From an optimization exercise on the open Yosys and OpenROAD flow, aimed at small area and a short achievable clock period; shortcuts taken in it are not production practice.
At most, simulation tests tie the RTL to the original design; equivalence was not proved.
No functional check of the RTL was part of runs 1 to 5.
Power and IR drop assume default switching activity.

==> design/flow/design.v <==
module sensor_trace # (parameter DW=512)
(
    input clk, resetn,
    input[31:0] cycles_per_frame,
    input[31:0] frame_header,
    input[7:0]  tracer_value,
    input[7:0]  tracer_enable,
    input[2:0]  tracer_index,
    output[31:0] rd_tracer_cell,
    input[31:0] wr_tracer_cell,
    input       wr_tracer_cell_wstrobe,
    input      [DW-1:0] lvds_in,
    output reg [DW-1:0] lvds_out,
    output sof
);
localparam NB = DW/8;
reg [31:0] cell0, cell1, cell2, cell3, cell4, cell5, cell6, cell7;
wire [7:0] idx_hot = 8'd1 << tracer_index;
wire [7:0] we = {8{wr_tracer_cell_wstrobe}} & idx_hot;
always @(posedge clk) begin
    if (we[0]) cell0 <= wr_tracer_cell;
    if (we[1]) cell1 <= wr_tracer_cell;
    if (we[2]) cell2 <= wr_tracer_cell;
    if (we[3]) cell3 <= wr_tracer_cell;
    if (we[4]) cell4 <= wr_tracer_cell;
    if (we[5]) cell5 <= wr_tracer_cell;
    if (we[6]) cell6 <= wr_tracer_cell;
    if (we[7]) cell7 <= wr_tracer_cell;
end
assign rd_tracer_cell = ({32{idx_hot[0]}} & cell0) | ({32{idx_hot[1]}} & cell1)
                      | ({32{idx_hot[2]}} & cell2) | ({32{idx_hot[3]}} & cell3)
                      | ({32{idx_hot[4]}} & cell4) | ({32{idx_hot[5]}} & cell5)
                      | ({32{idx_hot[6]}} & cell6) | ({32{idx_hot[7]}} & cell7);
wire [31:0] cells [0:7];
assign cells[0] = cell0; assign cells[1] = cell1;
assign cells[2] = cell2; assign cells[3] = cell3;
assign cells[4] = cell4; assign cells[5] = cell5;
assign cells[6] = cell6; assign cells[7] = cell7;
reg [31:0] fc;
wire fc_lo = (fc[31:2] == 30'd0);
reg [7:0] hb;
always @* begin
    case (fc[1:0])
        2'd0: hb = frame_header[7:0];
        2'd1: hb = frame_header[15:8];
        2'd2: hb = frame_header[23:16];
        default: hb = frame_header[31:24];
    endcase
end
wire [7:0] lane_all1, lane_all0;
genvar k, b;
for (k = 0; k < 8; k = k + 1) begin : g_lane
    wire [NB-1:0] lane;
    for (b = 0; b < NB; b = b + 1) begin : g_bit
        assign lane[b] = lvds_in[8*b + k];
    end
    assign lane_all1[k] = &lane;
    assign lane_all0[k] = ~|lane;
end
wire hmatch = &((hb & lane_all1) | (~hb & lane_all0));
wire [31:0] fc_inc = fc + 32'd1;
wire fc_clear = ~resetn | (fc_lo ? ~hmatch : (fc_inc == cycles_per_frame));
wire [31:0] fc_next = fc_clear ? 32'd0 : fc_inc;
always @(posedge clk)
    fc <= fc_next;
assign sof = (fc == 32'd4);
wire fcn_hi0 = (fc_next[31:26] == 6'd0);
wire mw;
sensor_trace_match u_match_wr (.fc(fc_next[25:0]), .fc_hi0(fcn_hi0), .c(wr_tracer_cell[31:6]), .m(mw));
reg [7:0] mq;
genvar i;
for (i = 0; i < 8; i = i + 1) begin : g_mq
    wire m;
    sensor_trace_match u_match (.fc(fc_next[25:0]), .fc_hi0(fcn_hi0), .c(cells[i][31:6]), .m(m));
    always @(posedge clk)
        mq[i] <= we[i] ? mw : m;
end
wire [7:0] hi_hot [0:7];
wire [7:0] lo_hot [0:7];
for (i = 0; i < 8; i = i + 1) begin : g_tr
    assign hi_hot[i] = {8{tracer_enable[i] & mq[i]}} & (8'd1 << cells[i][5:3]);
    assign lo_hot[i] = 8'd1 << cells[i][2:0];
end
wire [NB-1:0] sel;
for (b = 0; b < NB; b = b + 1) begin : g_sel
    assign sel[b] = (hi_hot[0][b/8] & lo_hot[0][b%8]) | (hi_hot[1][b/8] & lo_hot[1][b%8])
                  | (hi_hot[2][b/8] & lo_hot[2][b%8]) | (hi_hot[3][b/8] & lo_hot[3][b%8])
                  | (hi_hot[4][b/8] & lo_hot[4][b%8]) | (hi_hot[5][b/8] & lo_hot[5][b%8])
                  | (hi_hot[6][b/8] & lo_hot[6][b%8]) | (hi_hot[7][b/8] & lo_hot[7][b%8]);
end
integer j;
always @* begin
    for (j = 0; j < NB; j = j + 1)
        lvds_out[8*j +: 8] = sel[j] ? tracer_value : lvds_in[8*j +: 8];
end
endmodule
module sensor_trace_match
(
    input [25:0] fc,
    input        fc_hi0,
    input [25:0] c,
    output       m
);
assign m = fc_hi0 & (fc == c);
endmodule
==> design/flow/flow/run.sh <==
#!/bin/bash
# Standard ORFS layout, with the port buffers made from the smallest buffer
# cell (buffer_ports otherwise picks a delay cell), IO pins allowed on every
# routing track, and the data bus pins ordered byte by byte (flow/pins.tcl).
set -euo pipefail
export BUFFER_PORTS_ARGS="-buffer_cell sky130_fd_sc_hd__buf_1"
export PLACE_PINS_ARGS="-min_distance 1 -min_distance_in_tracks"
export PRE_IO_PLACEMENT_TCL="$PWD/flow/pins.tcl"
bash standard.sh > standard_flow.log 2>&1
==> design/flow/flow/pins.tcl <==
# Byte-sliced IO pin order: 16 bytes of the data bus per die edge, each bit's
# input pin next to its output pin, so every byte's stamping mux can sit
# right behind its own pins.
set sides {bottom right top left}
for {set s 0} {$s < 4} {incr s} {
  set names {}
  for {set b [expr {16 * $s}]} {$b < 16 * ($s + 1)} {incr b} {
    for {set k 0} {$k < 8} {incr k} {
      set j [expr {8 * $b + $k}]
      lappend names "lvds_in\[$j\]" "lvds_out\[$j\]"
    }
  }
  set_io_pin_constraint -region [lindex $sides $s]:* -pin_names $names -group -order
}
==> design/flow/standard.sh <==
#!/bin/bash
# synth_recipe.tcl (not shown) runs the flow's synth.tcl, then flattens the netlist and writes it again
# the make line also repeats each setting of config.mk as NAME=value (left out here)
make -C /OpenROAD-flow-scripts/flow DESIGN_CONFIG=/design/flow/config.mk WORK_HOME=/design/flow/orfs CLKGATE_MAP_FILE= SYNTH_SCRIPT=/design/flow/synth_recipe.tcl "${@:-finish}"
==> design/flow/config.mk <==
export PLATFORM = sky130hd
export DESIGN_NAME = sensor_trace
export DESIGN_NICKNAME = sensor_trace
export VERILOG_FILES = /design/flow/design.v
export SDC_FILE = /design/flow/constraint.sdc
export NUM_CORES = 4
export LEC_CHECK = 0
export CAP_MARGIN = 20
export CORE_MARGIN = 2
export CORE_UTILIZATION = 30
export PLACE_DENSITY = 0.45
export SETUP_SLACK_MARGIN = 5
export SLEW_MARGIN = 20
export SYNTH_HIERARCHICAL = 1
export SYNTH_MINIMUM_KEEP_SIZE = 0
==> design/flow/constraint.sdc <==
create_clock -name core_clock -period 10.0 [get_ports {clk}]
set_input_delay 2.0000 -clock core_clock [delete_from_list [all_inputs] [get_ports {clk}]]
set_output_delay 2.0000 -clock core_clock [all_outputs]
set_load 0.01 [all_outputs]
==> key figures, run 1 <==
Clock tree
  – Sink Count: 296
  – CTS root buffer: clkbuf_16
  – # H-tree levels: 2
  – Hold-fix buffers, CTS: 0
  – Number of CTS-inserted buffers: 35
  – Clk buf depth: 3

Placed design
  – Routability Congestion: ~1.1
  – Dpl cells: slightly below 5k
  – Placed Area: 33,600 µm²
  – Post-detail-place hpwl: ~170 mm
  – I/O Buffers: 1,174

Floorplanning
  – Die span in x: a little over 300 µm
  – FP Rows: between 100 and 150
  – # IOs: around 1.2k
  – Die height: ~300 µm
  – Initial core utilization: a little over 30%

GRT
  – Largest net degree at the start of global routing: 65
  – Grt ovf: 1
  – Overall Global Routing Usage: 47.3%

Synthesis
  – Top_reg_cell synth: edfxtp_1
  – Register area share after synthesis: a little under a third
  – Post-Syn Nets: 3,357
  – Gate Count Post-Synth: 2,723
  – Post-synth EDFFs: 256
  – Mean Syn Cell Area: between 9 and 10 µm²
  – Yosys reg bits: slightly below 300
  – Cell variety after synth: 60
  – Ys async rst share: 0%
  – Syn. warnings: 7
  – Synth Cell Area: between 20,000 and 30,000 µm²

Status
  – Fail Step: global routing (5_1_grt)
  – Stop err: [ERROR GRT-0232] Routing congestion too high. Check the congestion heatmap in the GUI.
  – Status: did not finish
==> through the flow <==
step | worst slack (ns) | hold WS, ns | utilization (%) | total power, W
3_3_place_gp | 2.98 | 0.585 | 38.0 | 0.00227
2_1_floorplan | 4.59 | 0.547 | - | 0.00176
4_1_cts | 4.20 | 0.627 | 49.0 | 0.00379
3_5_place_dp | 3.05 | 0.614 | 38.0 | 0.00227
==> Yosys cell counts, types with 11 or more instances <==
master    count  share of area (%)
and2_1       30               0.70
clkbuf_1    142                2.0
o22ai_1     121                2.8
nor3_1       27               0.51
nand2b_1     15               0.35
nand4_1     304                7.1
or4_1        15               0.42
and3_1       13               0.30
or3_1        17               0.40
nor4_1      212                5.0
nand3_1      45               0.84
mux2_2      521                 22
or2_2        18               0.42
nand3b_1     24               0.67
nor2_1      112                1.6
xor2_1       25               0.82
dfxtp_1      40                3.0
a22oi_1     260                7.3
o21ai_0      14               0.26
nor3b_1      24               0.67
xnor2_1     274                9.0
a21oi_1      12               0.22
nor4_2       11               0.51
buf_2        12               0.22
and3b_1      14               0.46
edfxtp_1    256                 29
nand2_1      77                1.1
==> what timing repair did <==
item / CTS
endpoints found under the setup margin: 553
cloned: 8
gates resized for setup: 1486
pin swaps: 217
buffers inserted: 189
==> per-module statistics from Yosys, one instance, submodules excluded <==
module              copies in the design  area, µm²
sensor_trace                           1      24100
sensor_trace_match                     9        290
==> worst max path at each step <==
| stage | endpoint | cells past startpoint | slack [ns] |
|---|---|---|---|
| floorplan | lvds_out[100] | 6 | 4.59 |
| global placement | mq[2] | 13 | 2.98 |
| detailed placement | mq[2] | 13 | 3.05 |
| CTS | lvds_out[316] | 7 | 4.20 |
==> metal layers <==
| metal | overflow | track usage, % |
|---|---|---|
| met5 | 0 | 0.362 |
| met4 | 0 | 31.1 |
| met3 | 0 | 24.0 |
| met2 | 1 | 65.8 |
| met1 | 0 | 56.7 |
==> power by group through the flow <==
stage | Sequential, W | Clock, W | Combinational (W)
after CTS | 0.00142 | 0.00133 | 0.00104
after detailed placement | 0.00145 | 0 | 0.000822
after global placement | 0.00145 | 0 | 0.000829
after floorplan | 0.00142 | 0 | 0.000339
==> logic make-up after synthesis <==
family / after synthesis / synth area share (%)
flip-flops: 296 / 31.7
multiplexers: 522 / 22.0
XOR/XNOR: 299 / 9.79
AO/OA/AOI/OAI: 448 / 12.1
AND/OR/NAND/NOR: 978 / 21.6
buffers and inverters: 176 / 2.61
adder cells (fa/ha/maj): 4 / 0.187
==> run 2, diff against run 1 <==
--- a/design/flow/design.v
+++ b/design/flow/design.v
@@ -12,3 +12,3 @@
     input      [DW-1:0] lvds_in,
-    output reg [DW-1:0] lvds_out,
+    output     [DW-1:0] lvds_out,
     output sof
@@ -66,5 +66,6 @@
 assign sof = (fc == 32'd4);
-wire fcn_hi0 = (fc_next[31:26] == 6'd0);
-wire mw;
-sensor_trace_match u_match_wr (.fc(fc_next[25:0]), .fc_hi0(fcn_hi0), .c(wr_tracer_cell[31:6]), .m(mw));
+wire fci_hi0 = (fc_inc[31:26] == 6'd0);
+wire mw_inc, mw_zero;
+sensor_trace_match u_match_wr (.fc(fc_inc[25:0]), .fc_hi0(fci_hi0), .c(wr_tracer_cell[31:6]), .m(mw_inc));
+assign mw_zero = (wr_tracer_cell[31:6] == 26'd0);
 reg [7:0] mq;
@@ -72,6 +73,7 @@
 for (i = 0; i < 8; i = i + 1) begin : g_mq
-    wire m;
-    sensor_trace_match u_match (.fc(fc_next[25:0]), .fc_hi0(fcn_hi0), .c(cells[i][31:6]), .m(m));
+    wire m_inc, m_zero;
+    sensor_trace_match u_match (.fc(fc_inc[25:0]), .fc_hi0(fci_hi0), .c(cells[i][31:6]), .m(m_inc));
+    assign m_zero = (cells[i][31:6] == 26'd0);
     always @(posedge clk)
-        mq[i] <= we[i] ? mw : m;
+        mq[i] <= we[i] ? (fc_clear ? mw_zero : mw_inc) : (fc_clear ? m_zero : m_inc);
 end
@@ -83,13 +85,10 @@
 end
-wire [NB-1:0] sel;
-for (b = 0; b < NB; b = b + 1) begin : g_sel
-    assign sel[b] = (hi_hot[0][b/8] & lo_hot[0][b%8]) | (hi_hot[1][b/8] & lo_hot[1][b%8])
-                  | (hi_hot[2][b/8] & lo_hot[2][b%8]) | (hi_hot[3][b/8] & lo_hot[3][b%8])
-                  | (hi_hot[4][b/8] & lo_hot[4][b%8]) | (hi_hot[5][b/8] & lo_hot[5][b%8])
-                  | (hi_hot[6][b/8] & lo_hot[6][b%8]) | (hi_hot[7][b/8] & lo_hot[7][b%8]);
-end
-integer j;
-always @* begin
-    for (j = 0; j < NB; j = j + 1)
-        lvds_out[8*j +: 8] = sel[j] ? tracer_value : lvds_in[8*j +: 8];
+for (b = 0; b < NB; b = b + 1) begin : g_byte
+    sensor_trace_byte u_byte (
+        .hi({hi_hot[7][b/8], hi_hot[6][b/8], hi_hot[5][b/8], hi_hot[4][b/8],
+             hi_hot[3][b/8], hi_hot[2][b/8], hi_hot[1][b/8], hi_hot[0][b/8]}),
+        .lo({lo_hot[7][b%8], lo_hot[6][b%8], lo_hot[5][b%8], lo_hot[4][b%8],
+             lo_hot[3][b%8], lo_hot[2][b%8], lo_hot[1][b%8], lo_hot[0][b%8]}),
+        .tv(tracer_value), .din(lvds_in[8*b +: 8]), .dout(lvds_out[8*b +: 8])
+    );
 end
@@ -105 +104,12 @@
 endmodule
+module sensor_trace_byte
+(
+    input [7:0] hi,
+    input [7:0] lo,
+    input [7:0] tv,
+    input [7:0] din,
+    output [7:0] dout
+);
+wire s = |(hi & lo);
+assign dout = s ? tv : din;
+endmodule
==> design/flow/flow/run.sh (replaced) <==
#!/bin/bash
# ORFS layout through the standard.sh, with these changes:
# - synthesis: the standard script, with ABC's mapping script swapped
#   for an area-oriented one on some modules (flow/abc_override.tcl);
# - port buffers made from the smallest buffer cell (buffer_ports otherwise
#   picks a delay cell);
# - IO pins allowed on every routing track, and the data bus pins ordered
#   byte by byte (flow/pins.tcl).
set -euo pipefail
here=$PWD
export MY_ABC_AREA="$here/flow/abc_area.script"
export BUFFER_PORTS_ARGS="-buffer_cell sky130_fd_sc_hd__buf_1"
export PLACE_PINS_ARGS="-min_distance 1 -min_distance_in_tracks"
export PRE_IO_PLACEMENT_TCL="$here/flow/pins.tcl"
cat flow/abc_override.tcl synth_recipe.tcl > my_synth.tcl
sed "s#SYNTH_SCRIPT=[^ ]*#SYNTH_SCRIPT=$here/my_synth.tcl#" standard.sh > my_standard.sh
grep -q "SYNTH_SCRIPT=$here/my_synth.tcl" my_standard.sh
bash my_standard.sh > standard_flow.log 2>&1
==> design/flow/flow/abc_area.script (new file) <==
strash
dch
amap
topo
stime -c
==> design/flow/flow/abc_override.tcl (new file) <==
# Prepended to the standard synthesis script: the technology mapping of
# the combinational logic uses an area-oriented ABC script for the top module
# and the per-byte stamping module, and ORFS's own speed script for the
# frame-cycle comparators. Flip-flop mapping and everything else is unchanged.
proc abc {args} {
  set i [lsearch $args -script]
  if {$i < 0} { yosys abc {*}$args; return }
  foreach {sel script} [list \
      sensor_trace_match {} \
      sensor_trace_byte $::env(MY_ABC_AREA) \
      sensor_trace $::env(MY_ABC_AREA)] {
    set a $args
    if {$script ne {}} { lset a [expr {$i + 1}] $script }
    yosys abc {*}$a $sel
  }
}
--- a/design/flow/config.mk
+++ b/design/flow/config.mk
@@ -11,3 +11,3 @@
 export PLACE_DENSITY = 0.45
-export SETUP_SLACK_MARGIN = 5
+export SETUP_SLACK_MARGIN = 3.5
 export SLEW_MARGIN = 20
==> run 2 against run 1 <==
Effect of this change:
- now clean on timing, DRC and antenna
- area after synthesis decreased by 6.6%
- synthesized cell count decreased by 0.51%
==> key figures, run 2 <==
Status
  – Status: timing/DRC/antenna clean

GRT
  – Overall Global Routing Usage: between 40% and 50%
  – Grt ovf: 0
  – First-pass GRT wire length: around 270 mm
  – Largest net degree at the start of global routing: 65
  – Initial antenna violation count: 29
  – Vias in the first global route: ~32k

Clock tree
  – Sink Count: 296 (unchanged)
  – CTS tree: built
  – Number of CTS-inserted buffers: 37 (+5.7%)
  – CTS root buffer: clkbuf_16
  – Clk pin slew, worst setup/hold paths: roughly 0.06 ns
  – Latest clock arrival within the worst-skew pair: about 0.58 ns
  – Clk buf depth: 3 (unchanged)
  – # H-tree levels: 2 (unchanged)

Synthesis
  – Post-Synth Simple-Gate Area: 23.4% (+1.7 points)
  – Synth area leaders: edfxtp_1 31%, a22o_1 18%, a22oi_1 8.2%, xnor2_1 8.2%, nand4_1 7.2%
  – Compound-Gate Fraction of Synth Area: 31.6% (+20 points)
  – Yosys reg bits: 296 (unchanged)
  – Synth Cell Area: 25,000 µm² (-6.6%)
  – Top_reg_cell synth: edfxtp_1
  – Syn. warnings: 7 (unchanged)
  – Ys async rst share: 0% (unchanged)
  – Cell variety after synth: 41 (-32%)
  – Cell with the most instances after synthesis: a22o_1
  – Area share of the largest cell type after synthesis: 30.8% (+2.0 points)
  – Area leader, netlist: edfxtp_1
  – Post-synth EDFFs: 256 (unchanged)
  – Gate Count Post-Synth: 2,709 (-0.51%)
  – Post-synthesis mux area share: 0% (-22 points)
  – Synth Area in Adders: 0.250% (+0.063 points)
  – Synth top cells by count: 514 x a22o_1, 289 x nand4_1, 273 x a22oi_1
  – Register area share after synthesis: 34.0% (+2.2 points)
  – Mean Syn Cell Area: 9.22 µm² (-6.1%)
  – Largest family of logic cells by synthesized area: compound AO/OA/AOI/OAI gates
  – Post-Synth XOR/XNOR Area: 8.27% (-1.5 points)
  – Post-Syn Nets: 3,344 (-0.39%)

Placed design
  – Post-place setup slack: 2.73 ns (-0.322 ns)
  – Routability Congestion: 1.09 (about the same)
  – Post-detail-place hpwl: 160 mm (-7.8%)
  – I/O Buffers: 1,174 (unchanged)
  – Placed Area: 31,700 µm² (-5.8%)

Layout
  – Commonest non-fill, non-tap cell in the layout: buf_1
  – Most frequent cells in the layout: 1,166 x buf_1, 514 x a22o_1, 289 x nand4_1
  – Layout Area Growth over Synthesis: 37.9%
  – Register area: 8490 µm²
  – Post-route design area: between 30,000 and 40,000 µm²
  – Layout cells sized above 1: roughly a tenth
  – Multi-input gate area: roughly 17,000 µm²
  – Final net count: approximately 4.8k
  – Fin util: 41.9%
  – Filler cells: approximately 8.6k

Power
  – Pint: 0.00237 W
  – Clock power share: around 37%
  – Flop pwr share: 40.6%
  – Psw: between 0.001 and 0.0015 W
  – Pwr/cell area: 103 nW/µm²
  – Switch share: around a third
  – Comb pwr share: between 20% and 30%
  – Peak VDD IR: around 0.12 mV
  – Pwr Total: roughly 0.0035 W
  – Static leakage: 9.61 nW

Floorplanning
  – Die height: 293 µm (-3.3%)
  – FP Rows: 105 (-3.7%)
  – Die span in x: 293 µm (-3.3%)
  – Initial core utilization: 30.4% (+0.11 points)
  – Full die area: 85,600 µm²
  – # IOs: 1,175 (unchanged)
  – Core area: a little over 80,000 µm²

Route
  – Met2 routed WL: 84.2 mm
  – Via density: 6.90
  – Met3 Routed Length: approximately 28 mm
  – Via count: between 30k and 40k
  – WL met1: about 75 mm
  – Routed Antenna Nets: 0
  – DRC: 0
  – DRT iter0 DRCs: around 6.0k
  – Final wirelength: ~200 mm
  – Routed WL per cell: a little under 40 µm
  – Uppermost layer routed: met5
  – Drt first pass iters: 14

Worst setup path
  – Critical path's largest stage delay: ~0.46 ns
  – Crit end category: output pin
  – Most used cell, CP: buf_1
  – CP max-delay cell: nand3_1
  – Flop2flop setup slack: 4.31 ns
  – Critical Path RT: 8.00 ns
  – Crit-path cells: buf_1 -> nand3_1 -> nor2_4 -> a22oi_1 -> nand4_1 -> clkinv_1 -> a22o_1 -> buf_1
  – Worst EP arrival: approximately 4.5 ns
  – CP Class: input port to output pin
  – CP max FO: 9
  – CP Launch Type: input port

STA
  – Slew @ Worst Pin: roughly 1.3 ns
  – RSZ-0062 raised after global routing: true
  – Max Fclk: approximately 0.15 GHz
  – Setup TNS: 0 ns
  – Fin crit period: 6.52 ns
  – Final Setup Violations: 0
  – Slew Viols, Final: 0
  – Crit share post-route: 65.2%
  – Hold Vio Cnt, Final: 0
  – Slack of the critical path: 3.48 ns
  – Clk_skew: approximately 0.034 ns
  – Slew margin rel.: 13.5%

Min path
  – Worst min-delay path class: flop to flop

Flow run
  – Max Cap Viol: 0
-- run 2: cell families (layout without fill, tap and decap cells) --
| kind of cell | after synthesis | after routing |
|---|---|---|
| AOI/OAI and AO/OA | 966 | 966 |
| xor gates and xnor gates | 236 | 236 |
| other | 0 | 21 |
| adders and majority gates | 5 | 5 |
| and+or+nand+nor | 1039 | 1039 |
| DFF | 296 | 296 |
| buffers and inverters | 167 | 1601 |
-- run 2: layer usage --
layer	up-vias	global-route usage [%]
met4	20	28.8
li1	14500	-
met5	-	0
met1	17200	54.8
met2	3493	66.4
met3	868	16.2
-- run 2: metrics by stage --
step / hold slack (ns) / instances
global route: 0.611 / 5220
finish: 0.547 / 5234
detailed placement: 0.512 / 5026
floorplan: 0.475 / 2709
CTS: 0.526 / 5138
global placement: 0.501 / 5025
-- run 2: area by class of cell --
class                   count  area share [%]
multi-input cells        2246            48.3
diodes                     21           0.153
clock inverters            21           0.505
repair buffers           1368            17.9
inverters                 167            1.84
well taps                1070            3.89
clock buffers              45            2.84
flip-flops and latches    296            24.6
-- run 2: what timing repair did --
| item | in CTS | in global routing |
|---|---|---|
| buffers inserted | 46 | 75 |
| hold buffers | 0 | 0 |
| endpoints found under the setup margin | 552 | 364 |
| pin swaps | 24 | 30 |
| resized for setup | 56 | 56 |
-- run 2: per-module statistics from Yosys, one instance, submodules excluded --
module              flops+latches  cells  cell area [µm²]
sensor_trace                  296   1498            15300
sensor_trace_byte               0     14              110
sensor_trace_match              0     35              290
-- run 2: final timing paths --
kind	start	endpoint	depth (start not counted)
max	tracer_enable[0]	lvds_out[373]	8
max reg2reg	fc[0]	mq[6]	20
min reg2reg	fc[0]	fc[0]	1
min	fc[0]	fc[0]	1
-- run 2: power groups by stage --
| stage | clock, W | combinational [W] | sequential (W) |
|---|---|---|---|
| floorplan | 0 | 0.000295 | 0.00143 |
| global placement | 0 | 0.000768 | 0.00146 |
| detailed placement | 0 | 0.000756 | 0.00146 |
| CTS | 0.00130 | 0.000762 | 0.00143 |
| global route | 0.00135 | 0.000818 | 0.00144 |
| finish | 0.00130 | 0.000802 | 0.00144 |
-- run 2: critical path: cells and delay by family --
family | cells | cell delay [ns]
AO/OA/AOI/OAI | 2 | 0.45
buffers and inverters | 3 | 0.79
AND/OR/NAND/NOR | 3 | 1.26
==> run 3, diff against run 2 <==
--- a/design/flow/design.v
+++ b/design/flow/design.v
@@ -29,6 +29,8 @@
 end
-assign rd_tracer_cell = ({32{idx_hot[0]}} & cell0) | ({32{idx_hot[1]}} & cell1)
-                      | ({32{idx_hot[2]}} & cell2) | ({32{idx_hot[3]}} & cell3)
-                      | ({32{idx_hot[4]}} & cell4) | ({32{idx_hot[5]}} & cell5)
-                      | ({32{idx_hot[6]}} & cell6) | ({32{idx_hot[7]}} & cell7);
+sensor_trace_rdmux u_rdmux (
+    .hot(idx_hot),
+    .c0(cell0), .c1(cell1), .c2(cell2), .c3(cell3),
+    .c4(cell4), .c5(cell5), .c6(cell6), .c7(cell7),
+    .rd(rd_tracer_cell)
+);
 wire [31:0] cells [0:7];
@@ -49,12 +51,5 @@
 end
+genvar b;
 wire [7:0] lane_all1, lane_all0;
-genvar k, b;
-for (k = 0; k < 8; k = k + 1) begin : g_lane
-    wire [NB-1:0] lane;
-    for (b = 0; b < NB; b = b + 1) begin : g_bit
-        assign lane[b] = lvds_in[8*b + k];
-    end
-    assign lane_all1[k] = &lane;
-    assign lane_all0[k] = ~|lane;
-end
+sensor_trace_lanes u_lanes (.w(lvds_in), .all1(lane_all1), .all0(lane_all0));
 wire hmatch = &((hb & lane_all1) | (~hb & lane_all0));
@@ -115 +110,28 @@
 endmodule
+module sensor_trace_lanes
+(
+    input  [511:0] w,
+    output [7:0]   all1,
+    output [7:0]   all0
+);
+genvar k, b;
+for (k = 0; k < 8; k = k + 1) begin : g_lane
+    wire [63:0] lane;
+    for (b = 0; b < 64; b = b + 1) begin : g_bit
+        assign lane[b] = w[8*b + k];
+    end
+    assign all1[k] = &lane;
+    assign all0[k] = ~|lane;
+end
+endmodule
+module sensor_trace_rdmux
+(
+    input  [7:0]  hot,
+    input  [31:0] c0, c1, c2, c3, c4, c5, c6, c7,
+    output [31:0] rd
+);
+assign rd = ({32{hot[0]}} & c0) | ({32{hot[1]}} & c1)
+          | ({32{hot[2]}} & c2) | ({32{hot[3]}} & c3)
+          | ({32{hot[4]}} & c4) | ({32{hot[5]}} & c5)
+          | ({32{hot[6]}} & c6) | ({32{hot[7]}} & c7);
+endmodule
--- a/design/flow/flow/run.sh
+++ b/design/flow/flow/run.sh
@@ -3,3 +3,3 @@
 # - synthesis: the standard script, with ABC's mapping script swapped
-#   for an area-oriented one on some modules (flow/abc_override.tcl);
+#   per module (flow/abc_override.tcl);
 # - port buffers made from the smallest buffer cell (buffer_ports otherwise
@@ -11,2 +11,3 @@
 export MY_ABC_AREA="$here/flow/abc_area.script"
+export MY_ABC_MAP="$here/flow/abc_map.script"
 export BUFFER_PORTS_ARGS="-buffer_cell sky130_fd_sc_hd__buf_1"
==> design/flow/flow/abc_map.script (new file) <==
&get -n
&st
&dch
&nf
&put
topo
stime -c
==> design/flow/flow/abc_override.tcl (replaced) <==
# Prepended to the standard synthesis script: the technology mapping of
# the combinational logic uses an area-oriented ABC script (MY_ABC_AREA) for
# the top module, the read mux and the per-byte stamping module, a plain
# delay-oriented mapping without gate sizing (MY_ABC_MAP) for the header
# lane trees, and ORFS's own speed script for the comparators. Flip-flop
# mapping and everything else is unchanged.
proc abc {args} {
  set i [lsearch $args -script]
  if {$i < 0} { yosys abc {*}$args; return }
  foreach {sel script} [list \
      sensor_trace_match {} \
      sensor_trace_lanes $::env(MY_ABC_MAP) \
      sensor_trace_rdmux $::env(MY_ABC_AREA) \
      sensor_trace_byte $::env(MY_ABC_AREA) \
      sensor_trace $::env(MY_ABC_AREA)] {
    set a $args
    if {$script ne {}} { lset a [expr {$i + 1}] $script }
    yosys abc {*}$a $sel
  }
}
--- a/design/flow/config.mk
+++ b/design/flow/config.mk
@@ -11,3 +11,3 @@
 export PLACE_DENSITY = 0.45
-export SETUP_SLACK_MARGIN = 3.5
+export SETUP_SLACK_MARGIN = 4
 export SLEW_MARGIN = 20
==> run 3 against run 2 <==
Effect of this change:
- non-clock buffer count grew 30
- critical path type is now input port to flop
- register-to-register slack improved by 0.38 ns
- worst setup slack improved by 0.50 ns
- final area grew 1.5%
- sequential power hardly changed
==> key figures, run 3 <==
Synthesis
  – Synth area leaders: edfxtp_1 31%, a22o_1 19%, a22oi_1 9.9%, xnor2_1 8.2%, nand4_1 7.7%
  – Top_reg_cell synth: edfxtp_1
  – Mean Syn Cell Area: 9.30 µm² (+0.90%)
  – Largest family of logic cells by synthesized area: compound AO/OA/AOI/OAI gates
  – Gate Count Post-Synth: 2,670 (-1.4%)
  – Compound-Gate Fraction of Synth Area: 32.6% (+0.99 points)
  – Post-Synth XOR/XNOR Area: 8.29% (+0.011 points)
  – Register area share after synthesis: 34.2% (+0.19 points)
  – Yosys reg bits: 296 (unchanged)
  – Syn. warnings: 7 (unchanged)
  – Post-synth EDFFs: 256 (unchanged)
  – Synth top cells by count: 552 x a22o_1, 326 x a22oi_1, 305 x nand4_1
  – Synth Cell Area: 24,800 µm² (-0.56%)
  – Ys async rst share: 0% (unchanged)
  – Area leader, netlist: edfxtp_1
  – Post-synthesis mux area share: 0% (unchanged)
  – Post-Synth Simple-Gate Area: 22.4% (-0.99 points)
  – Post-Syn Nets: 3,305 (-1.2%)
  – Synth Area in Adders: 0.252% (+0.0014 points)
  – Cell variety after synth: 37 (-9.8%)
  – Cell with the most instances after synthesis: a22o_1
  – Area share of the largest cell type after synthesis: 30.9% (+0.17 points)

Floorplanning
  – Die height: 292 µm (-0.28%)
  – Core area: 82,000 µm² (-0.32%)
  – Initial core utilization: 30.3% (-0.072 points)
  – # IOs: 1,175 (unchanged)
  – Die span in x: 292 µm (-0.28%)
  – FP Rows: 105 (unchanged)
  – Full die area: 85,100 µm² (-0.55%)

Power
  – Pwr/cell area: 102 nW/µm² (-1.2%)
  – Switch share: 33.0% (-0.21 points)
  – Clock power share: 37.1% (+0.3 points)
  – Flop pwr share: 40.4% (-0.2 points)
  – Psw: 0.00117 W (-0.41%)
  – Peak VDD IR: 0.110 mV (-6.1%)
  – Static leakage: 9.89 nW (+2.9%)
  – Comb pwr share: 22.5% (about the same)
  – Pwr Total: 0.00355 W (+0.23%)
  – Pint: 0.00238 W (+0.54%)

Flow run
  – Max Cap Viol: 0 (unchanged)

Placed design
  – Dpl cells: 5,002 (-0.48%)
  – Post-detail-place hpwl: 151 mm (-5.3%)
  – Routability Congestion: 1.18 (+7.5%)
  – I/O Buffers: 1,174 (unchanged)
  – Placed Area: 31,700 µm² (about the same)

Worst setup path
  – Flop2flop setup slack: 4.69 ns (+0.38 ns)
  – FF-to-FF Start: fc[0]
  – Worst EP arrival: 6.45 ns (+1.93 ns)
  – CP Launch Type: input port
  – CP Class: input port to flop
  – Critical Path RT: 10.44 ns (+2.44 ns)
  – Capture point of the worst path: mq[0]
  – Critical path's largest stage delay: 1.19 ns (+0.73 ns)
  – Crit-path cells: buf_1 -> nand4_1 -> nor4_1 -> and4_1 -> o22ai_1 -> nor4_1 -> a21boi_0 -> nand3b_1 -> buf_4 -> clkinv_1 -> nor4_1 -> o32a_1
  – Most used cell, CP: nor4_1
  – Worst R2R Path Depth: 19 (-5.0%)
  – Crit end category: flop
  – CP max-delay cell: nor4_1
  – CP max FO: 22 (+13)
  – Worst Setup SP: lvds_in[384]
  – Worst r2r dst: mq[1]

STA
  – Hold Vio Cnt, Final: 0 (unchanged)
  – Final Setup Violations: 0 (unchanged)
  – RSZ-0062 raised after global routing: true
  – Fin crit period: 6.02 ns (-0.499 ns)
  – Slew Viols, Final: 0 (unchanged)
  – Crit share post-route: 60.2% (-5.0 points)
  – Clk_skew: 0.0374 ns (+0.00374 ns)
  – Max Fclk: 0.166 GHz (+8.3%)
  – Setup TNS: 0 ns (unchanged)
  – Slew @ Worst Pin: 1.45 ns (+0.155 ns)
  – Slew margin rel.: 2.76% (-11 points)

Layout
  – Layout cells sized above 1: 11.2% (+1.4 points)
  – Post-route design area: 35,000 µm² (+1.5%)
  – Final net count: 4,742 (-0.19%)
  – Fin cells: 5,212 (-0.42%)
  – Most frequent cells in the layout: 1,158 x buf_1, 552 x a22o_1, 326 x a22oi_1
  – Layout Area Growth over Synthesis: 40.7%
  – Commonest non-fill, non-tap cell in the layout: buf_1

Route
  – DRC: 0 (unchanged)
  – Via count: 35.6k (-1.5%)
  – Routed Antenna Nets: 0 (unchanged)
  – Final wirelength: 192 mm (-5.9%)
  – Via density: 6.83 (-1.1%)
  – DRT iter0 DRCs: 5,389 (-9.8%)
  – Drt first pass iters: 9 (-5)
  – Routed WL per cell: 36.8 µm (-5.5%)

GRT
  – First-pass GRT wire length: 258 mm (-4.1%)
  – Initial antenna violation count: 18 (-38%)
  – Vias in the first global route: 32.3k (-0.34%)
  – Overall Global Routing Usage: 42.4% (-2.3 points)
  – Largest net degree at the start of global routing: 65 (unchanged)
  – Grt ovf: 0 (unchanged)

Clock tree
  – Clk buf depth: 3 (unchanged)
  – Number of CTS-inserted buffers: 36 (-2.7%)
  – CTS root buffer: clkbuf_16
  – Sink Count: 296 (unchanged)
  – Latest clock arrival within the worst-skew pair: 0.59 ns (about the same)
  – Clk pin slew, worst setup/hold paths: 0.06 ns (about the same)
  – CTS tree: built
  – # H-tree levels: 2 (unchanged)

Status
  – Status: timing/DRC/antenna clean

Min path
  – Worst min-delay path class: flop to flop
==> run 3: cell types whose count changed after synthesis, moves of 15 or more <==
cell and change:
nor3_1 -15, nor4_1 +142, a22o_1 +38, or4_1 -135, nor2_1 -40, a221oi_1 +26, a222oi_1 -57, nand2_1 -55
nand4_1 +16, a22oi_1 +53, nand3_1 +20
==> run 3: cell type report <==
| cell class | instances | area (µm²) |
|---|---|---|
| flip-flops and latches | 296 | 8490 |
| well taps | 1070 | 1340 |
| repair buffers | 1398 | 6620 |
| fillers | 8454 | 47000 |
| clock inverters | 21 | 175 |
| multi-input cells | 2222 | 16700 |
| clock buffers | 45 | 986 |
| diodes | 7 | 17.5 |
| inverters | 153 | 602 |
==> run 3: how the worst min path moves through the flow <==
stage / start / to / cells past startpoint
after floorplan: fc[0] / fc[0] / 1
after global placement: fc[0] / fc[0] / 1
after detailed placement: fc[0] / fc[0] / 1
after CTS: fc[0] / fc[0] / 1
after global routing: fc[0] / fc[0] / 1
final: fc[0] / fc[0] / 1
==> run 3: cells by family (layout without fill, tap and decap cells) <==
group / Yosys count / count (layout)
compound gates: 997 / 997
xor+xnor: 235 / 235
fa+ha+maj: 5 / 5
buf+inv: 153 / 1617
flops: 296 / 296
other cells: 0 / 7
simple gates: 984 / 985
==> run 3: critical path, delay by kind of cell <==
family	cells	cell delay (ns)
and+or+nand+nor	6	2.51
buffers and inverters	3	1.18
AOI/OAI and AO/OA	3	0.73
==> run 3: power groups by stage <==
stage,Combinational (W),Sequential [W],Clock (W)
2_1_floorplan,0.000302,0.00143,0
3_3_place_gp,0.000765,0.00146,0
3_5_place_dp,0.000754,0.00146,0
4_1_cts,0.000764,0.00143,0.00132
5_1_grt,0.000824,0.00143,0.00137
6_report,0.000801,0.00143,0.00132
==> run 3: Yosys stat by module (local to each module, per instance) <==
module              cells  cell area (µm²)  flip-flops and latches  copies in the design
sensor_trace          962            11900                     296                     1
sensor_trace_match     35              290                       0                     9
sensor_trace_rdmux    160             1200                       0                     1
sensor_trace_lanes    337             2130                       0                     1
sensor_trace_byte      14              110                       0                    64
==> run 3: repair_timing <==
item,in CTS,in global routing
buffers inserted,103,32
hold buffers,0,0
pin swaps,56,25
resized for setup,124,51
setup endpoints to repair,565,512
cloned,1,0
==> run 3: metal layers <==
layer  GRT usage [%]  wire length [µm]  up-vias
met5           0.624               176        -
met4            23.2             12700       18
met3            18.7             30500      703
met2            58.8             75600     3333
met1            54.7             72700    17100
li1                -                 -    14400
==> run 3: through the flow <==
| stage | utilization [%] | worst slack, ns | hold WS, ns |
|---|---|---|---|
| floorplan | - | 4.04 | 0.475 |
| global placement | 38.6 | 2.70 | 0.515 |
| detailed placement | 38.6 | 2.58 | 0.513 |
| CTS | 41.9 | 3.75 | 0.535 |
| global route | 42.6 | 3.93 | 0.591 |
| finish | 42.6 | 3.98 | 0.549 |
==> run 4, diff against run 3 <==
--- a/design/flow/config.mk
+++ b/design/flow/config.mk
@@ -10,2 +10,3 @@
 export CORE_UTILIZATION = 30
+export CTS_BUF_LIST = sky130_fd_sc_hd__clkbuf_8
 export PLACE_DENSITY = 0.45
==> run 4 against run 3 <==
Effect of this change:
- final area about the same
- worst setup slack improved by 0.014 ns
- critical path type is now input port to output pin
- sequential power about the same
- clock power decreased by 5%
- critical path depth decreased by 4
- critical endpoint is now lvds_out[371]
- first-iteration DRC count decreased by 1.7%
- combinational power about the same
==> key figures, run 4 <==
Synthesis
  – Gate Count Post-Synth: 2,670 (unchanged)
  – Syn. warnings: 7 (unchanged)
  – Mean Syn Cell Area: 9.30 µm² (unchanged)
  – Ys async rst share: 0% (unchanged)
  – Top_reg_cell synth: edfxtp_1
  – Synth Cell Area: 24,800 µm² (unchanged)
  – Yosys reg bits: 296 (unchanged)
  – Area leader, netlist: edfxtp_1
  – Post-synth EDFFs: 256 (unchanged)
  – Cell with the most instances after synthesis: a22o_1
  – Synth top cells by count: 552 x a22o_1, 326 x a22oi_1, 305 x nand4_1
  – Area share of the largest cell type after synthesis: 30.9% (unchanged)
  – Register area share after synthesis: 34.2% (unchanged)
  – Cell variety after synth: 37 (unchanged)
  – Synth area leaders: edfxtp_1 31%, a22o_1 19%, a22oi_1 9.9%, xnor2_1 8.2%, nand4_1 7.7%
  – Post-Syn Nets: 3,305 (unchanged)

Worst setup path
  – Kind of cell adding the most delay to the critical path: simple AND/OR/NAND/NOR gates
  – Critical path's largest stage delay: 0.37 ns (-0.82 ns)
  – CP bufs+invs: 3 (unchanged)
  – Crit-path cells: buf_1 -> nand3_2 -> nor2_4 -> a22oi_1 -> nand4_1 -> clkinv_1 -> a22o_1 -> buf_1
  – CP Class: input port to output pin
  – Worst EP arrival: 4.00 ns (-2.45 ns)
  – Crit end category: output pin
  – CP Launch Type: input port
  – Most used cell, CP: buf_1
  – Critical Path RT: 8.00 ns (-2.44 ns)
  – Worst Setup SP: tracer_enable[0]
  – CP max-delay cell: nor2_4
  – CP max FO: 8 (-64%)
  – FF-to-FF Start: fc[0]

STA
  – Setup TNS: 0 ns (unchanged)
  – Slew Viols, Final: 0 (unchanged)
  – Hold Vio Cnt, Final: 0 (unchanged)
  – Final Setup Violations: 0 (unchanged)
  – Max Fclk: 0.167 GHz (+0.24%)
  – RSZ-0062 raised after global routing: true
  – Slew @ Worst Pin: 1.33 ns (-0.120 ns)
  – Clk_skew: 0.0701 ns (+0.0327 ns)
  – Slew margin rel.: 10.8% (+8.0 points)
  – Fin crit period: 6.00 ns (-0.0144 ns)
  – Crit share post-route: 60.0% (-0.14 points)

Layout
  – Most frequent cells in the layout: 1,157 x buf_1, 552 x a22o_1, 326 x a22oi_1
  – Layout Area Growth over Synthesis: 40.6% (about the same)
  – Layout cells sized above 1: 11.8% (+0.55 points)
  – Fin util: 42.6% (about the same)
  – Fin cells: 5,243 (+0.59%)
  – Register area: 8490 µm² (unchanged)
  – Filler cells: 8,490 (+0.43%)
  – Commonest non-fill, non-tap cell in the layout: buf_1
  – Multi-input gate area: 16,700 µm² (about the same)
  – Final net count: 4,757 (+0.32%)

Route
  – Routed Antenna Nets: 0 (unchanged)
  – DRT iter0 DRCs: 5,300 (-1.7%)
  – Via density: 6.80 (-0.42%)
  – Routed WL per cell: 36.6 µm (-0.58%)
  – Final wirelength: 192 mm (about the same)
  – Via count: 35.6k (+0.17%)
  – DRC: 0 (unchanged)
  – Drt first pass iters: 9 (unchanged)

GRT
  – Vias in the first global route: 32.6k (+0.92%)
  – Overall Global Routing Usage: 42.5% (about the same)
  – Largest net degree at the start of global routing: 65 (unchanged)
  – Initial antenna violation count: 18 (unchanged)
  – Grt ovf: 0 (unchanged)
  – First-pass GRT wire length: 258 mm (+0.13%)

Clock tree
  – CTS root buffer: clkbuf_8
  – Clk pin slew, worst setup/hold paths: 0.06 ns (about the same)
  – Clk buf depth: 3 (unchanged)
  – Latest clock arrival within the worst-skew pair: 0.69 ns (+0.10 ns)
  – CTS tree: built
  – # H-tree levels: 2 (unchanged)
  – Number of CTS-inserted buffers: 53 (+47%)
  – Sink Count: 296 (unchanged)

Floorplanning
  – Die span in x: 292 µm (unchanged)
  – Die height: 292 µm (unchanged)
  – Core area: 82,000 µm² (unchanged)
  – Full die area: 85,100 µm² (unchanged)
  – Initial core utilization: 30.3% (unchanged)
  – # IOs: 1,175 (unchanged)
  – FP Rows: 105 (unchanged)

Placed design
  – Routability Congestion: 1.18 (unchanged)
  – Post-detail-place hpwl: 151 mm (unchanged)
  – I/O Buffers: 1,174 (unchanged)
  – Dpl cells: 5,002 (unchanged)

Power
  – Switch share: 33.5% (+0.50 points)
  – Flop pwr share: 41.1% (+0.7 points)
  – Psw: 0.00117 W (-0.27%)
  – Clock power share: 36.0% (-1.1 points)
  – Peak VDD IR: 0.0918 mV (-17%)
  – Static leakage: 9.93 nW (+0.43%)
  – Pint: 0.00232 W (-2.5%)
  – Comb pwr share: 22.9% (+0.4 points)
  – Pwr/cell area: 99.9 nW/µm² (-1.7%)

Min path
  – Hold Crit Start: fc[0]
  – Worst min-delay path class: flop to flop

Flow run
  – Max Cap Viol: 0 (unchanged)

Status
  – Status: timing/DRC/antenna clean
-- run 4: changes by cell type in the layout (fill, tap and decap cells not counted), sizes merged --
cell and delta:
clkbuf +15, buf -3, diode +2, clkinvlp +3, clkinv -3, bufinv +4
inv +13
-- run 4: path summary, 6_finish.rpt --
| check | slack [ns] | cells after the start | endpoint |
|---|---|---|---|
| setup / recovery | 4.00 | 8 | lvds_out[371] |
| hold / removal | 0.55 | 1 | fc[0] |
| setup reg to reg | 4.69 | 19 | mq[1] |
| hold reg to reg | 0.55 | 1 | fc[0] |
-- run 4: cells by family after synthesis --
kind of cell | share of synthesized area [%]
AOI/OAI and AO/OA | 32.6
xor gates and xnor gates | 8.29
adders and majority gates | 0.252
buffers and inverters | 2.31
DFF | 34.2
and+or+nand+nor | 22.4
-- run 4: power groups by stage --
stage | sequential, W | clock, W | combinational [W]
after global placement | 0.00146 | 0 | 0.000765
final | 0.00143 | 0.00125 | 0.000800
after detailed placement | 0.00146 | 0 | 0.000754
after global routing | 0.00144 | 0.00131 | 0.000824
after CTS | 0.00143 | 0.00127 | 0.000764
after floorplan | 0.00143 | 0 | 0.000302
-- run 4: per-module statistics from Yosys (local to each module, per instance) --
module	flops+latches	times used	cells
sensor_trace_match	0	9	35
sensor_trace_byte	0	64	14
sensor_trace_rdmux	0	1	160
sensor_trace	296	1	962
sensor_trace_lanes	0	1	337
-- run 4: what timing repair did --
item,CTS,global route
resized for setup,123,58
setup buffers,104,29
hold buffers,0,0
cloned,1,0
pin swaps,56,27
endpoints found under the setup margin,565,512
-- run 4: layout make-up --
class                   instances  share of cell area, %
flip-flops and latches        296                   24.3
diodes                          9                 0.0645
inverters                     153                   1.74
repair buffers               1396                   18.9
multi-input cells            2222                   47.9
well taps                    1070                   3.83
clock inverters                38                  0.899
clock buffers                  59                   2.32
-- run 4: layer usage --
layer,GRT usage [%],share of wire [%],up-vias
met5,0.624,0.12,-
met4,22.5,6.5,26
met3,18.6,16,710
met2,59.5,40,3323
met1,54.5,38,17100
li1,-,-,14500
-- run 4: through the flow --
step / setup slack (ns) / hold WS [ns] / power (W) / instance area [µm²]
CTS: 3.75 / 0.534 / 0.00346 / 34300
floorplan: 4.04 / 0.475 / 0.00173 / 24900
global placement: 2.70 / 0.515 / 0.00222 / 31600
global route: 3.94 / 0.589 / 0.00357 / 34900
detailed placement: 2.58 / 0.513 / 0.00221 / 31700
finish: 4.00 / 0.548 / 0.00349 / 34900
==> run 5, diff against run 4 <==
--- a/design/flow/config.mk
+++ b/design/flow/config.mk
@@ -9,5 +9,5 @@
 export CORE_MARGIN = 2
-export CORE_UTILIZATION = 30
+export CORE_UTILIZATION = 40
 export CTS_BUF_LIST = sky130_fd_sc_hd__clkbuf_8
-export PLACE_DENSITY = 0.45
+export PLACE_DENSITY = 0.55
 export SETUP_SLACK_MARGIN = 4
==> run 5 against run 4 <==
Effect of this change:
- the flow now stops in global routing (5_1_grt)
- synthesized cell count is the same
- area after synthesis is the same
==> key figures, run 5 <==
Status
  – Status: did not finish
  – Fail Step: global routing (5_1_grt)
  – Stop err: [ERROR GRT-0116] Global routing finished with congestion. Check the congestion regions in the DRC Viewer.

Synthesis
  – Largest family of logic cells by synthesized area: compound AO/OA/AOI/OAI gates
  – Gate Count Post-Synth: 2,670 (unchanged)
  – Post-synth EDFFs: 256 (unchanged)
  – Post-Synth XOR/XNOR Area: 8.29% (unchanged)
  – Synth Cell Area: 24,800 µm² (unchanged)
  – Area leader, netlist: edfxtp_1
  – Cell variety after synth: 37 (unchanged)
  – Post-Syn Nets: 3,305 (unchanged)
  – Post-synthesis mux area share: 0% (unchanged)
  – Synth top cells by count: 552 x a22o_1, 326 x a22oi_1, 305 x nand4_1
  – Compound-Gate Fraction of Synth Area: 32.6% (unchanged)
  – Post-Synth Simple-Gate Area: 22.4% (unchanged)
  – Syn. warnings: 7 (unchanged)
  – Register area share after synthesis: 34.2% (unchanged)
  – Ys async rst share: 0% (unchanged)
  – Yosys reg bits: 296 (unchanged)
  – Mean Syn Cell Area: 9.30 µm² (unchanged)
  – Synth Area in Adders: 0.252% (unchanged)
  – Top_reg_cell synth: edfxtp_1
  – Area share of the largest cell type after synthesis: 30.9% (unchanged)
  – Cell with the most instances after synthesis: a22o_1
  – Synth area leaders: edfxtp_1 31%, a22o_1 19%, a22oi_1 9.9%, xnor2_1 8.2%, nand4_1 7.7%

Placed design
  – I/O Buffers: 1,174 (unchanged)
  – Post-detail-place hpwl: 140 mm (-7.6%)
  – Dpl cells: 4,765 (-4.7%)
  – Routability Congestion: 1.18 (+0.13%)
  – Post-place setup slack: 3.35 ns (+0.774 ns)

Floorplanning
  – Die height: 253 µm (-13%)
  – FP Rows: 91 (-13%)
  – Die span in x: 253 µm (-13%)
  – Initial core utilization: 40.3% (+10 points)
  – # IOs: 1,175 (unchanged)

GRT
  – First-pass GRT wire length: about 250 mm
  – Vias in the first global route: roughly 36k
  – Overall Global Routing Usage: a little under three fifths
  – Largest net degree at the start of global routing: 65
  – Grt ovf: 10

Clock tree
  – Sink Count: 296 (unchanged)
  – Clk buf depth: 3 (unchanged)
  – # H-tree levels: 2 (unchanged)
  – CTS root buffer: clkbuf_8
  – Number of CTS-inserted buffers: 49 (-7.5%)
run 5: cell counts after synthesis:
No cell type changed its count.
run 5: per-stage QoR:
step | area (µm²) | util [%]
after CTS | 33100 | 53.8
after floorplan | 24900 | -
after global placement | 31200 | 50.7
after detailed placement | 31200 | 50.7
run 5: per-module statistics from Yosys, one instance, submodules excluded:
module	flops+latches	cell area (µm²)	cells	copies in the design
sensor_trace_lanes	0	2130	337	1
sensor_trace_match	0	290	35	9
sensor_trace_rdmux	0	1200	160	1
sensor_trace	296	11900	962	1
sensor_trace_byte	0	110	14	64
run 5: cells by family after synthesis:
group | count (synthesis)
AND/OR/NAND/NOR | 984
flip-flops | 296
adder cells (fa/ha/maj) | 5
AO/OA/AOI/OAI | 997
XOR/XNOR | 235
buffers and inverters | 153
run 5: worst max path at each step:
stage,from,end,cells past startpoint
after floorplan,fc[0],mq[1],18
after global placement,tracer_enable[5],lvds_out[334],8
after detailed placement,tracer_enable[0],lvds_out[134],8
after CTS,tracer_enable[7],lvds_out[93],8
run 5: timing repair:
item	4_1_cts
hold buffers	0
gates resized for setup	95
gates cloned	0
pin swaps	32
setup buffers	80
setup endpoints to repair	552
run 5: power by group through the flow:
stage               clock (W)  combinational (W)  sequential, W
floorplan                   0           0.000302        0.00143
detailed placement          0           0.000745        0.00145
CTS                   0.00112           0.000753        0.00143
global placement            0           0.000745        0.00145
run 5: layer usage:
metal	track usage, %	GRT overflow
met5	4.94	0
met4	45.3	2
met3	33.3	0
met2	72.7	7
met1	62.5	1
==> run 6, diff against run 5 <==
--- a/design/flow/design.v
+++ b/design/flow/design.v
@@ -66,3 +66,3 @@
 reg [7:0] mq;
-genvar i;
+genvar i, h;
 for (i = 0; i < 8; i = i + 1) begin : g_mq
@@ -74,15 +74,15 @@
 end
-wire [7:0] hi_hot [0:7];
-wire [7:0] lo_hot [0:7];
+wire [63:0] nhi, nlo;
 for (i = 0; i < 8; i = i + 1) begin : g_tr
-    assign hi_hot[i] = {8{tracer_enable[i] & mq[i]}} & (8'd1 << cells[i][5:3]);
-    assign lo_hot[i] = 8'd1 << cells[i][2:0];
+    for (h = 0; h < 8; h = h + 1) begin : g_hl
+        wire grp = mq[i] & (cells[i][5:3] == h);
+        assign nhi[8*h + i] = ~(tracer_enable[i] & grp);
+        assign nlo[8*h + i] = ~(cells[i][2:0] == h);
+    end
 end
+wire [7:0] ntv = ~tracer_value;
 for (b = 0; b < NB; b = b + 1) begin : g_byte
     sensor_trace_byte u_byte (
-        .hi({hi_hot[7][b/8], hi_hot[6][b/8], hi_hot[5][b/8], hi_hot[4][b/8],
-             hi_hot[3][b/8], hi_hot[2][b/8], hi_hot[1][b/8], hi_hot[0][b/8]}),
-        .lo({lo_hot[7][b%8], lo_hot[6][b%8], lo_hot[5][b%8], lo_hot[4][b%8],
-             lo_hot[3][b%8], lo_hot[2][b%8], lo_hot[1][b%8], lo_hot[0][b%8]}),
-        .tv(tracer_value), .din(lvds_in[8*b +: 8]), .dout(lvds_out[8*b +: 8])
+        .nhi(nhi[8*(b/8) +: 8]), .nlo(nlo[8*(b%8) +: 8]),
+        .ntv(ntv), .din(lvds_in[8*b +: 8]), .dout(lvds_out[8*b +: 8])
     );
@@ -101,5 +101,5 @@
 (
-    input [7:0] hi,
-    input [7:0] lo,
-    input [7:0] tv,
+    input [7:0] nhi,
+    input [7:0] nlo,
+    input [7:0] ntv,
     input [7:0] din,
@@ -107,4 +107,4 @@
 );
-wire s = |(hi & lo);
-assign dout = s ? tv : din;
+wire s = |(~nhi & ~nlo);
+assign dout = s ? ~ntv : din;
 endmodule
--- a/design/flow/config.mk
+++ b/design/flow/config.mk
@@ -9,5 +9,5 @@
 export CORE_MARGIN = 2
-export CORE_UTILIZATION = 40
+export CORE_UTILIZATION = 30
 export CTS_BUF_LIST = sky130_fd_sc_hd__clkbuf_8
-export PLACE_DENSITY = 0.55
+export PLACE_DENSITY = 0.45
 export SETUP_SLACK_MARGIN = 4
==> run 6 against run 5 <==
Effect of this change:
- now clean on timing, DRC and antenna
- synthesized cell count grew 16%
- area after synthesis is 1.6% lower
==> key figures, run 6 <==
Power
  – Flop pwr share: between 40% and 50%
  – Clock power share: between 30% and 40%
  – Static leakage: 8.93 nW
  – Pwr/cell area: just over 100 nW/µm²
  – Pwr Total: around 0.0033 W
  – Comb pwr share: approximately 23%
  – Peak VDD IR: 0.0812 mV
  – Pint: 0.00220 W
  – Psw: 0.00114 W
  – Switch share: 34.2%

Worst setup path
  – FF-to-FF Start: fc[0]
  – Worst r2r dst: mq[5]
  – Critical Path RT: roughly 8.0 ns
  – CP max FO: 16
  – Worst R2R Path Depth: 18
  – CP Launch Type: input port
  – CP Class: input port to output pin
  – Crit end category: output pin
  – Flop2flop setup slack: about 4.5 ns
  – Worst EP arrival: ~4.0 ns

GRT
  – Overall Global Routing Usage: 39.9%
  – Largest net degree at the start of global routing: between 60 and 70
  – Grt ovf: 0
  – First-pass GRT wire length: 237 mm
  – Initial antenna violation count: 17
  – Vias in the first global route: 31.1k

Floorplanning
  – # IOs: 1,175 (unchanged)
  – Die span in x: 289 µm (+14%)
  – Die height: 289 µm (+14%)
  – Full die area: between 80,000 and 90,000 µm²
  – Initial core utilization: 30.3% (-10 points)
  – FP Rows: 104 (+14%)
  – Core area: 80,500 µm²

Layout
  – Layout cells sized above 1: 6.32%
  – Layout Area Growth over Synthesis: 32.3%
  – Register area: ~8500 µm²
  – Filler cells: between 8k and 9k
  – Final net count: 5,006
  – Post-route design area: approximately 32,000 µm²
  – Commonest non-fill, non-tap cell in the layout: buf_1
  – Multi-input gate area: roughly 16,000 µm²
  – Most frequent cells in the layout: 1,168 x buf_1, 584 x nor2_1, 533 x a21oi_1

Route
  – DRC: 0
  – WL met1: 66.0 mm
  – Final wirelength: approximately 180 mm
  – Met3 Routed Length: ~26 mm
  – Uppermost layer routed: met5
  – Met2 routed WL: 73.7 mm
  – DRT iter0 DRCs: between 5k and 6k
  – Via density: 6.42
  – Routed Antenna Nets: 0
  – Drt first pass iters: 9
  – Via count: 35.2k
  – Routed WL per cell: approximately 33 µm

STA
  – Crit share post-route: between 60% and 70%
  – Fin crit period: about 6 ns
  – Slew margin rel.: a little over an eighth
  – Setup TNS: 0 ns
  – Slew @ Worst Pin: about 1.3 ns
  – Final Setup Violations: 0
  – Clk_skew: about 0.036 ns
  – Hold Vio Cnt, Final: 0
  – Max Fclk: 0.166 GHz
  – Slew Viols, Final: 0
  – RSZ-0062 raised after global routing: true
  – Fin Hold WS: about 0.61 ns

Min path
  – Worst min-delay path class: flop to flop
  – Hold Crit Start: fc[31]
  – Worst Hold Path EP: fc[31]
  – WHS Path Cells: 3

Synthesis
  – Cell variety after synth: 39 (+5.4%)
  – Cell with the most instances after synthesis: nor2_1
  – Top_reg_cell synth: edfxtp_1
  – Synth Cell Area: 24,400 µm² (-1.6%)
  – Mean Syn Cell Area: 7.93 µm² (-15%)
  – Syn. warnings: 7 (unchanged)
  – Register area share after synthesis: 34.7% (+0.56 points)
  – Gate Count Post-Synth: 3,084 (+16%)
  – Post-Syn Nets: 3,719 (+13%)
  – Synth top cells by count: 584 x nor2_1, 538 x a21oi_1, 268 x o22ai_1
  – Ys async rst share: 0% (unchanged)
  – Post-synth EDFFs: 256 (unchanged)
  – Area leader, netlist: edfxtp_1
  – Area share of the largest cell type after synthesis: 31.4% (+0.51 points)
  – Synth area leaders: edfxtp_1 31%, a21oi_1 11%, nor2_1 9.0%, xnor2_1 8.4%, o22ai_1 6.9%
  – Yosys reg bits: 296 (unchanged)

Placed design
  – Placed Area: 30,800 µm² (-1.5%)
  – I/O Buffers: 1,174 (unchanged)
  – Routability Congestion: 1.12 (-5.4%)
  – Post-detail-place hpwl: 140 mm (about the same)

Flow run
  – Max Cap Viol: 0

Clock tree
  – Number of CTS-inserted buffers: 53 (+8.2%)
  – CTS root buffer: clkbuf_8
  – Sink Count: 296 (unchanged)
  – CTS tree: built
  – Latest clock arrival within the worst-skew pair: 0.67 ns
  – Clk buf depth: 3 (unchanged)
  – # H-tree levels: 2 (unchanged)
  – Clk pin slew, worst setup/hold paths: ~0.05 ns

Status
  – Status: timing/DRC/antenna clean
[run 6: cell types whose count changed after synthesis, moves of 67 or more]
cell	previous run	this run
a21oi_1	31	538
a22o_1	552	40
a22oi_1	326	73
nand4_1	305	238
nor2_1	147	584
o22ai_1	12	268
or3_1	5	80
[run 6: cells by family (layout without fill, tap and decap cells)]
kind of cell / after synthesis / count (layout) / synth area share [%]
AOI/OAI and AO/OA: 996 / 996 / 24.0
other: 0 / 15 / 0
xor gates and xnor gates: 236 / 236 / 8.46
adders and majority gates: 5 / 5 / 0.256
and+or+nand+nor: 1456 / 1457 / 31.1
DFF: 296 / 296 / 34.7
buffers and inverters: 95 / 1422 / 1.46
[run 6: how the worst max path moves through the flow]
stage	startpoint	end	slack (ns)	depth (start not counted)
after floorplan	fc[0]	mq[2]	4.10	17
after global placement	fc[0]	mq[4]	3.45	21
after detailed placement	fc[0]	mq[2]	3.23	22
after CTS	tracer_enable[5]	lvds_out[184]	4.00	8
after global routing	tracer_enable[5]	lvds_out[357]	3.96	8
final	tracer_enable[5]	lvds_out[69]	3.98	8
[run 6: metrics by stage]
step / setup slack, ns / utilization, % / std cells
after floorplan: 4.10 / - / 3084
after global placement: 3.45 / 38.2 / 5374
after detailed placement: 3.23 / 38.2 / 5375
after CTS: 4.00 / 39.8 / 5471
after global routing: 3.96 / 40.1 / 5475
final: 3.98 / 40.2 / 5487
[run 6: repair_timing]
item,in CTS,in global routing
gates cloned,0,1
resized for setup,79,39
pin swaps,0,4
endpoints found under the setup margin,486,135
setup buffers,0,0
hold buffers,0,0
[run 6: worst max-delay path, cell delays in order]
cell and delay, ns:
buf_1 0.22, nand3b_1 0.22, or3_1 0.55, o22ai_1 0.23
or4_4 0.30, nor2_1 0.06, a21oi_1 0.12, buf_1 0.30
[run 6: power by group through the flow]
stage | Combinational, W | Clock, W | Sequential (W)
final | 0.000762 | 0.00115 | 0.00143
after global routing | 0.000802 | 0.00120 | 0.00143
after CTS | 0.000730 | 0.00115 | 0.00143
after detailed placement | 0.000724 | 0 | 0.00146
after global placement | 0.000725 | 0 | 0.00146
after floorplan | 0.000311 | 0 | 0.00143
[run 6: Yosys stat by module (local to each module, per instance)]
module,cells inside,flip-flops and latches
sensor_trace,928,296
sensor_trace_byte,21,0
sensor_trace_rdmux,160,0
sensor_trace_lanes,337,0
sensor_trace_match,35,0
[run 6: area by class of cell]
cell class,instances,area share [%]
multi-input combinational,2694,50.2
timing repair buffer,1231,15.1
clock inverter,41,0.824
tap,1060,4.10
sequential,296,26.2
antenna,15,0.116
clock buffer,55,2.34
inverter,95,1.12
[run 6: routing by layer]
layer | GRT usage [%] | up-vias
met3 | 14.4 | 771
met2 | 58.4 | 3250
met5 | 0 | -
li1 | - | 15000
met1 | 49.9 | 16100
met4 | 24.6 | 12

[afterwards: timing with drivers on the ports]
Ports are ideal in the flow. The routed layouts listed here were re-timed in OpenROAD.
Step 1 assumes that a clkbuf_16 drives the clock port and a buf_2 every other input.
Step 2 adds t to the input delays and takes it off the output delays; t is the mean of the earliest and latest rising clock arrival at the registers after step 1. Input paths then give back, and output paths get back, about the clock's delay inside the block.
a / b / c = ideal / step 1 / step 2; a / b = the first two.
| run | t, ns | slack for setup (ns) | latest minus earliest clock arrival (ns) | worst data-port slew with drivers (ns) |
|---|---|---|---|---|
| run 2 | 0.632 | 3.485 / 3.434 / 3.133 | 0.038 / 0.038 | 0.17 |
| run 3 | 0.636 | 3.984 / 3.870 / 3.385 | 0.042 / 0.042 | 0.14 |
| run 4 | 0.723 | 3.998 / 3.860 / 3.770 | 0.071 / 0.071 | 0.14 |
| run 6 | 0.723 | 3.979 / 3.857 / 3.857 | 0.058 / 0.058 | 0.22 |
After both steps setup and hold are still met in every run listed. The setup slack of run 3, which loses most, moves by -0.114 ns with the drivers and by -0.599 ns with both steps.
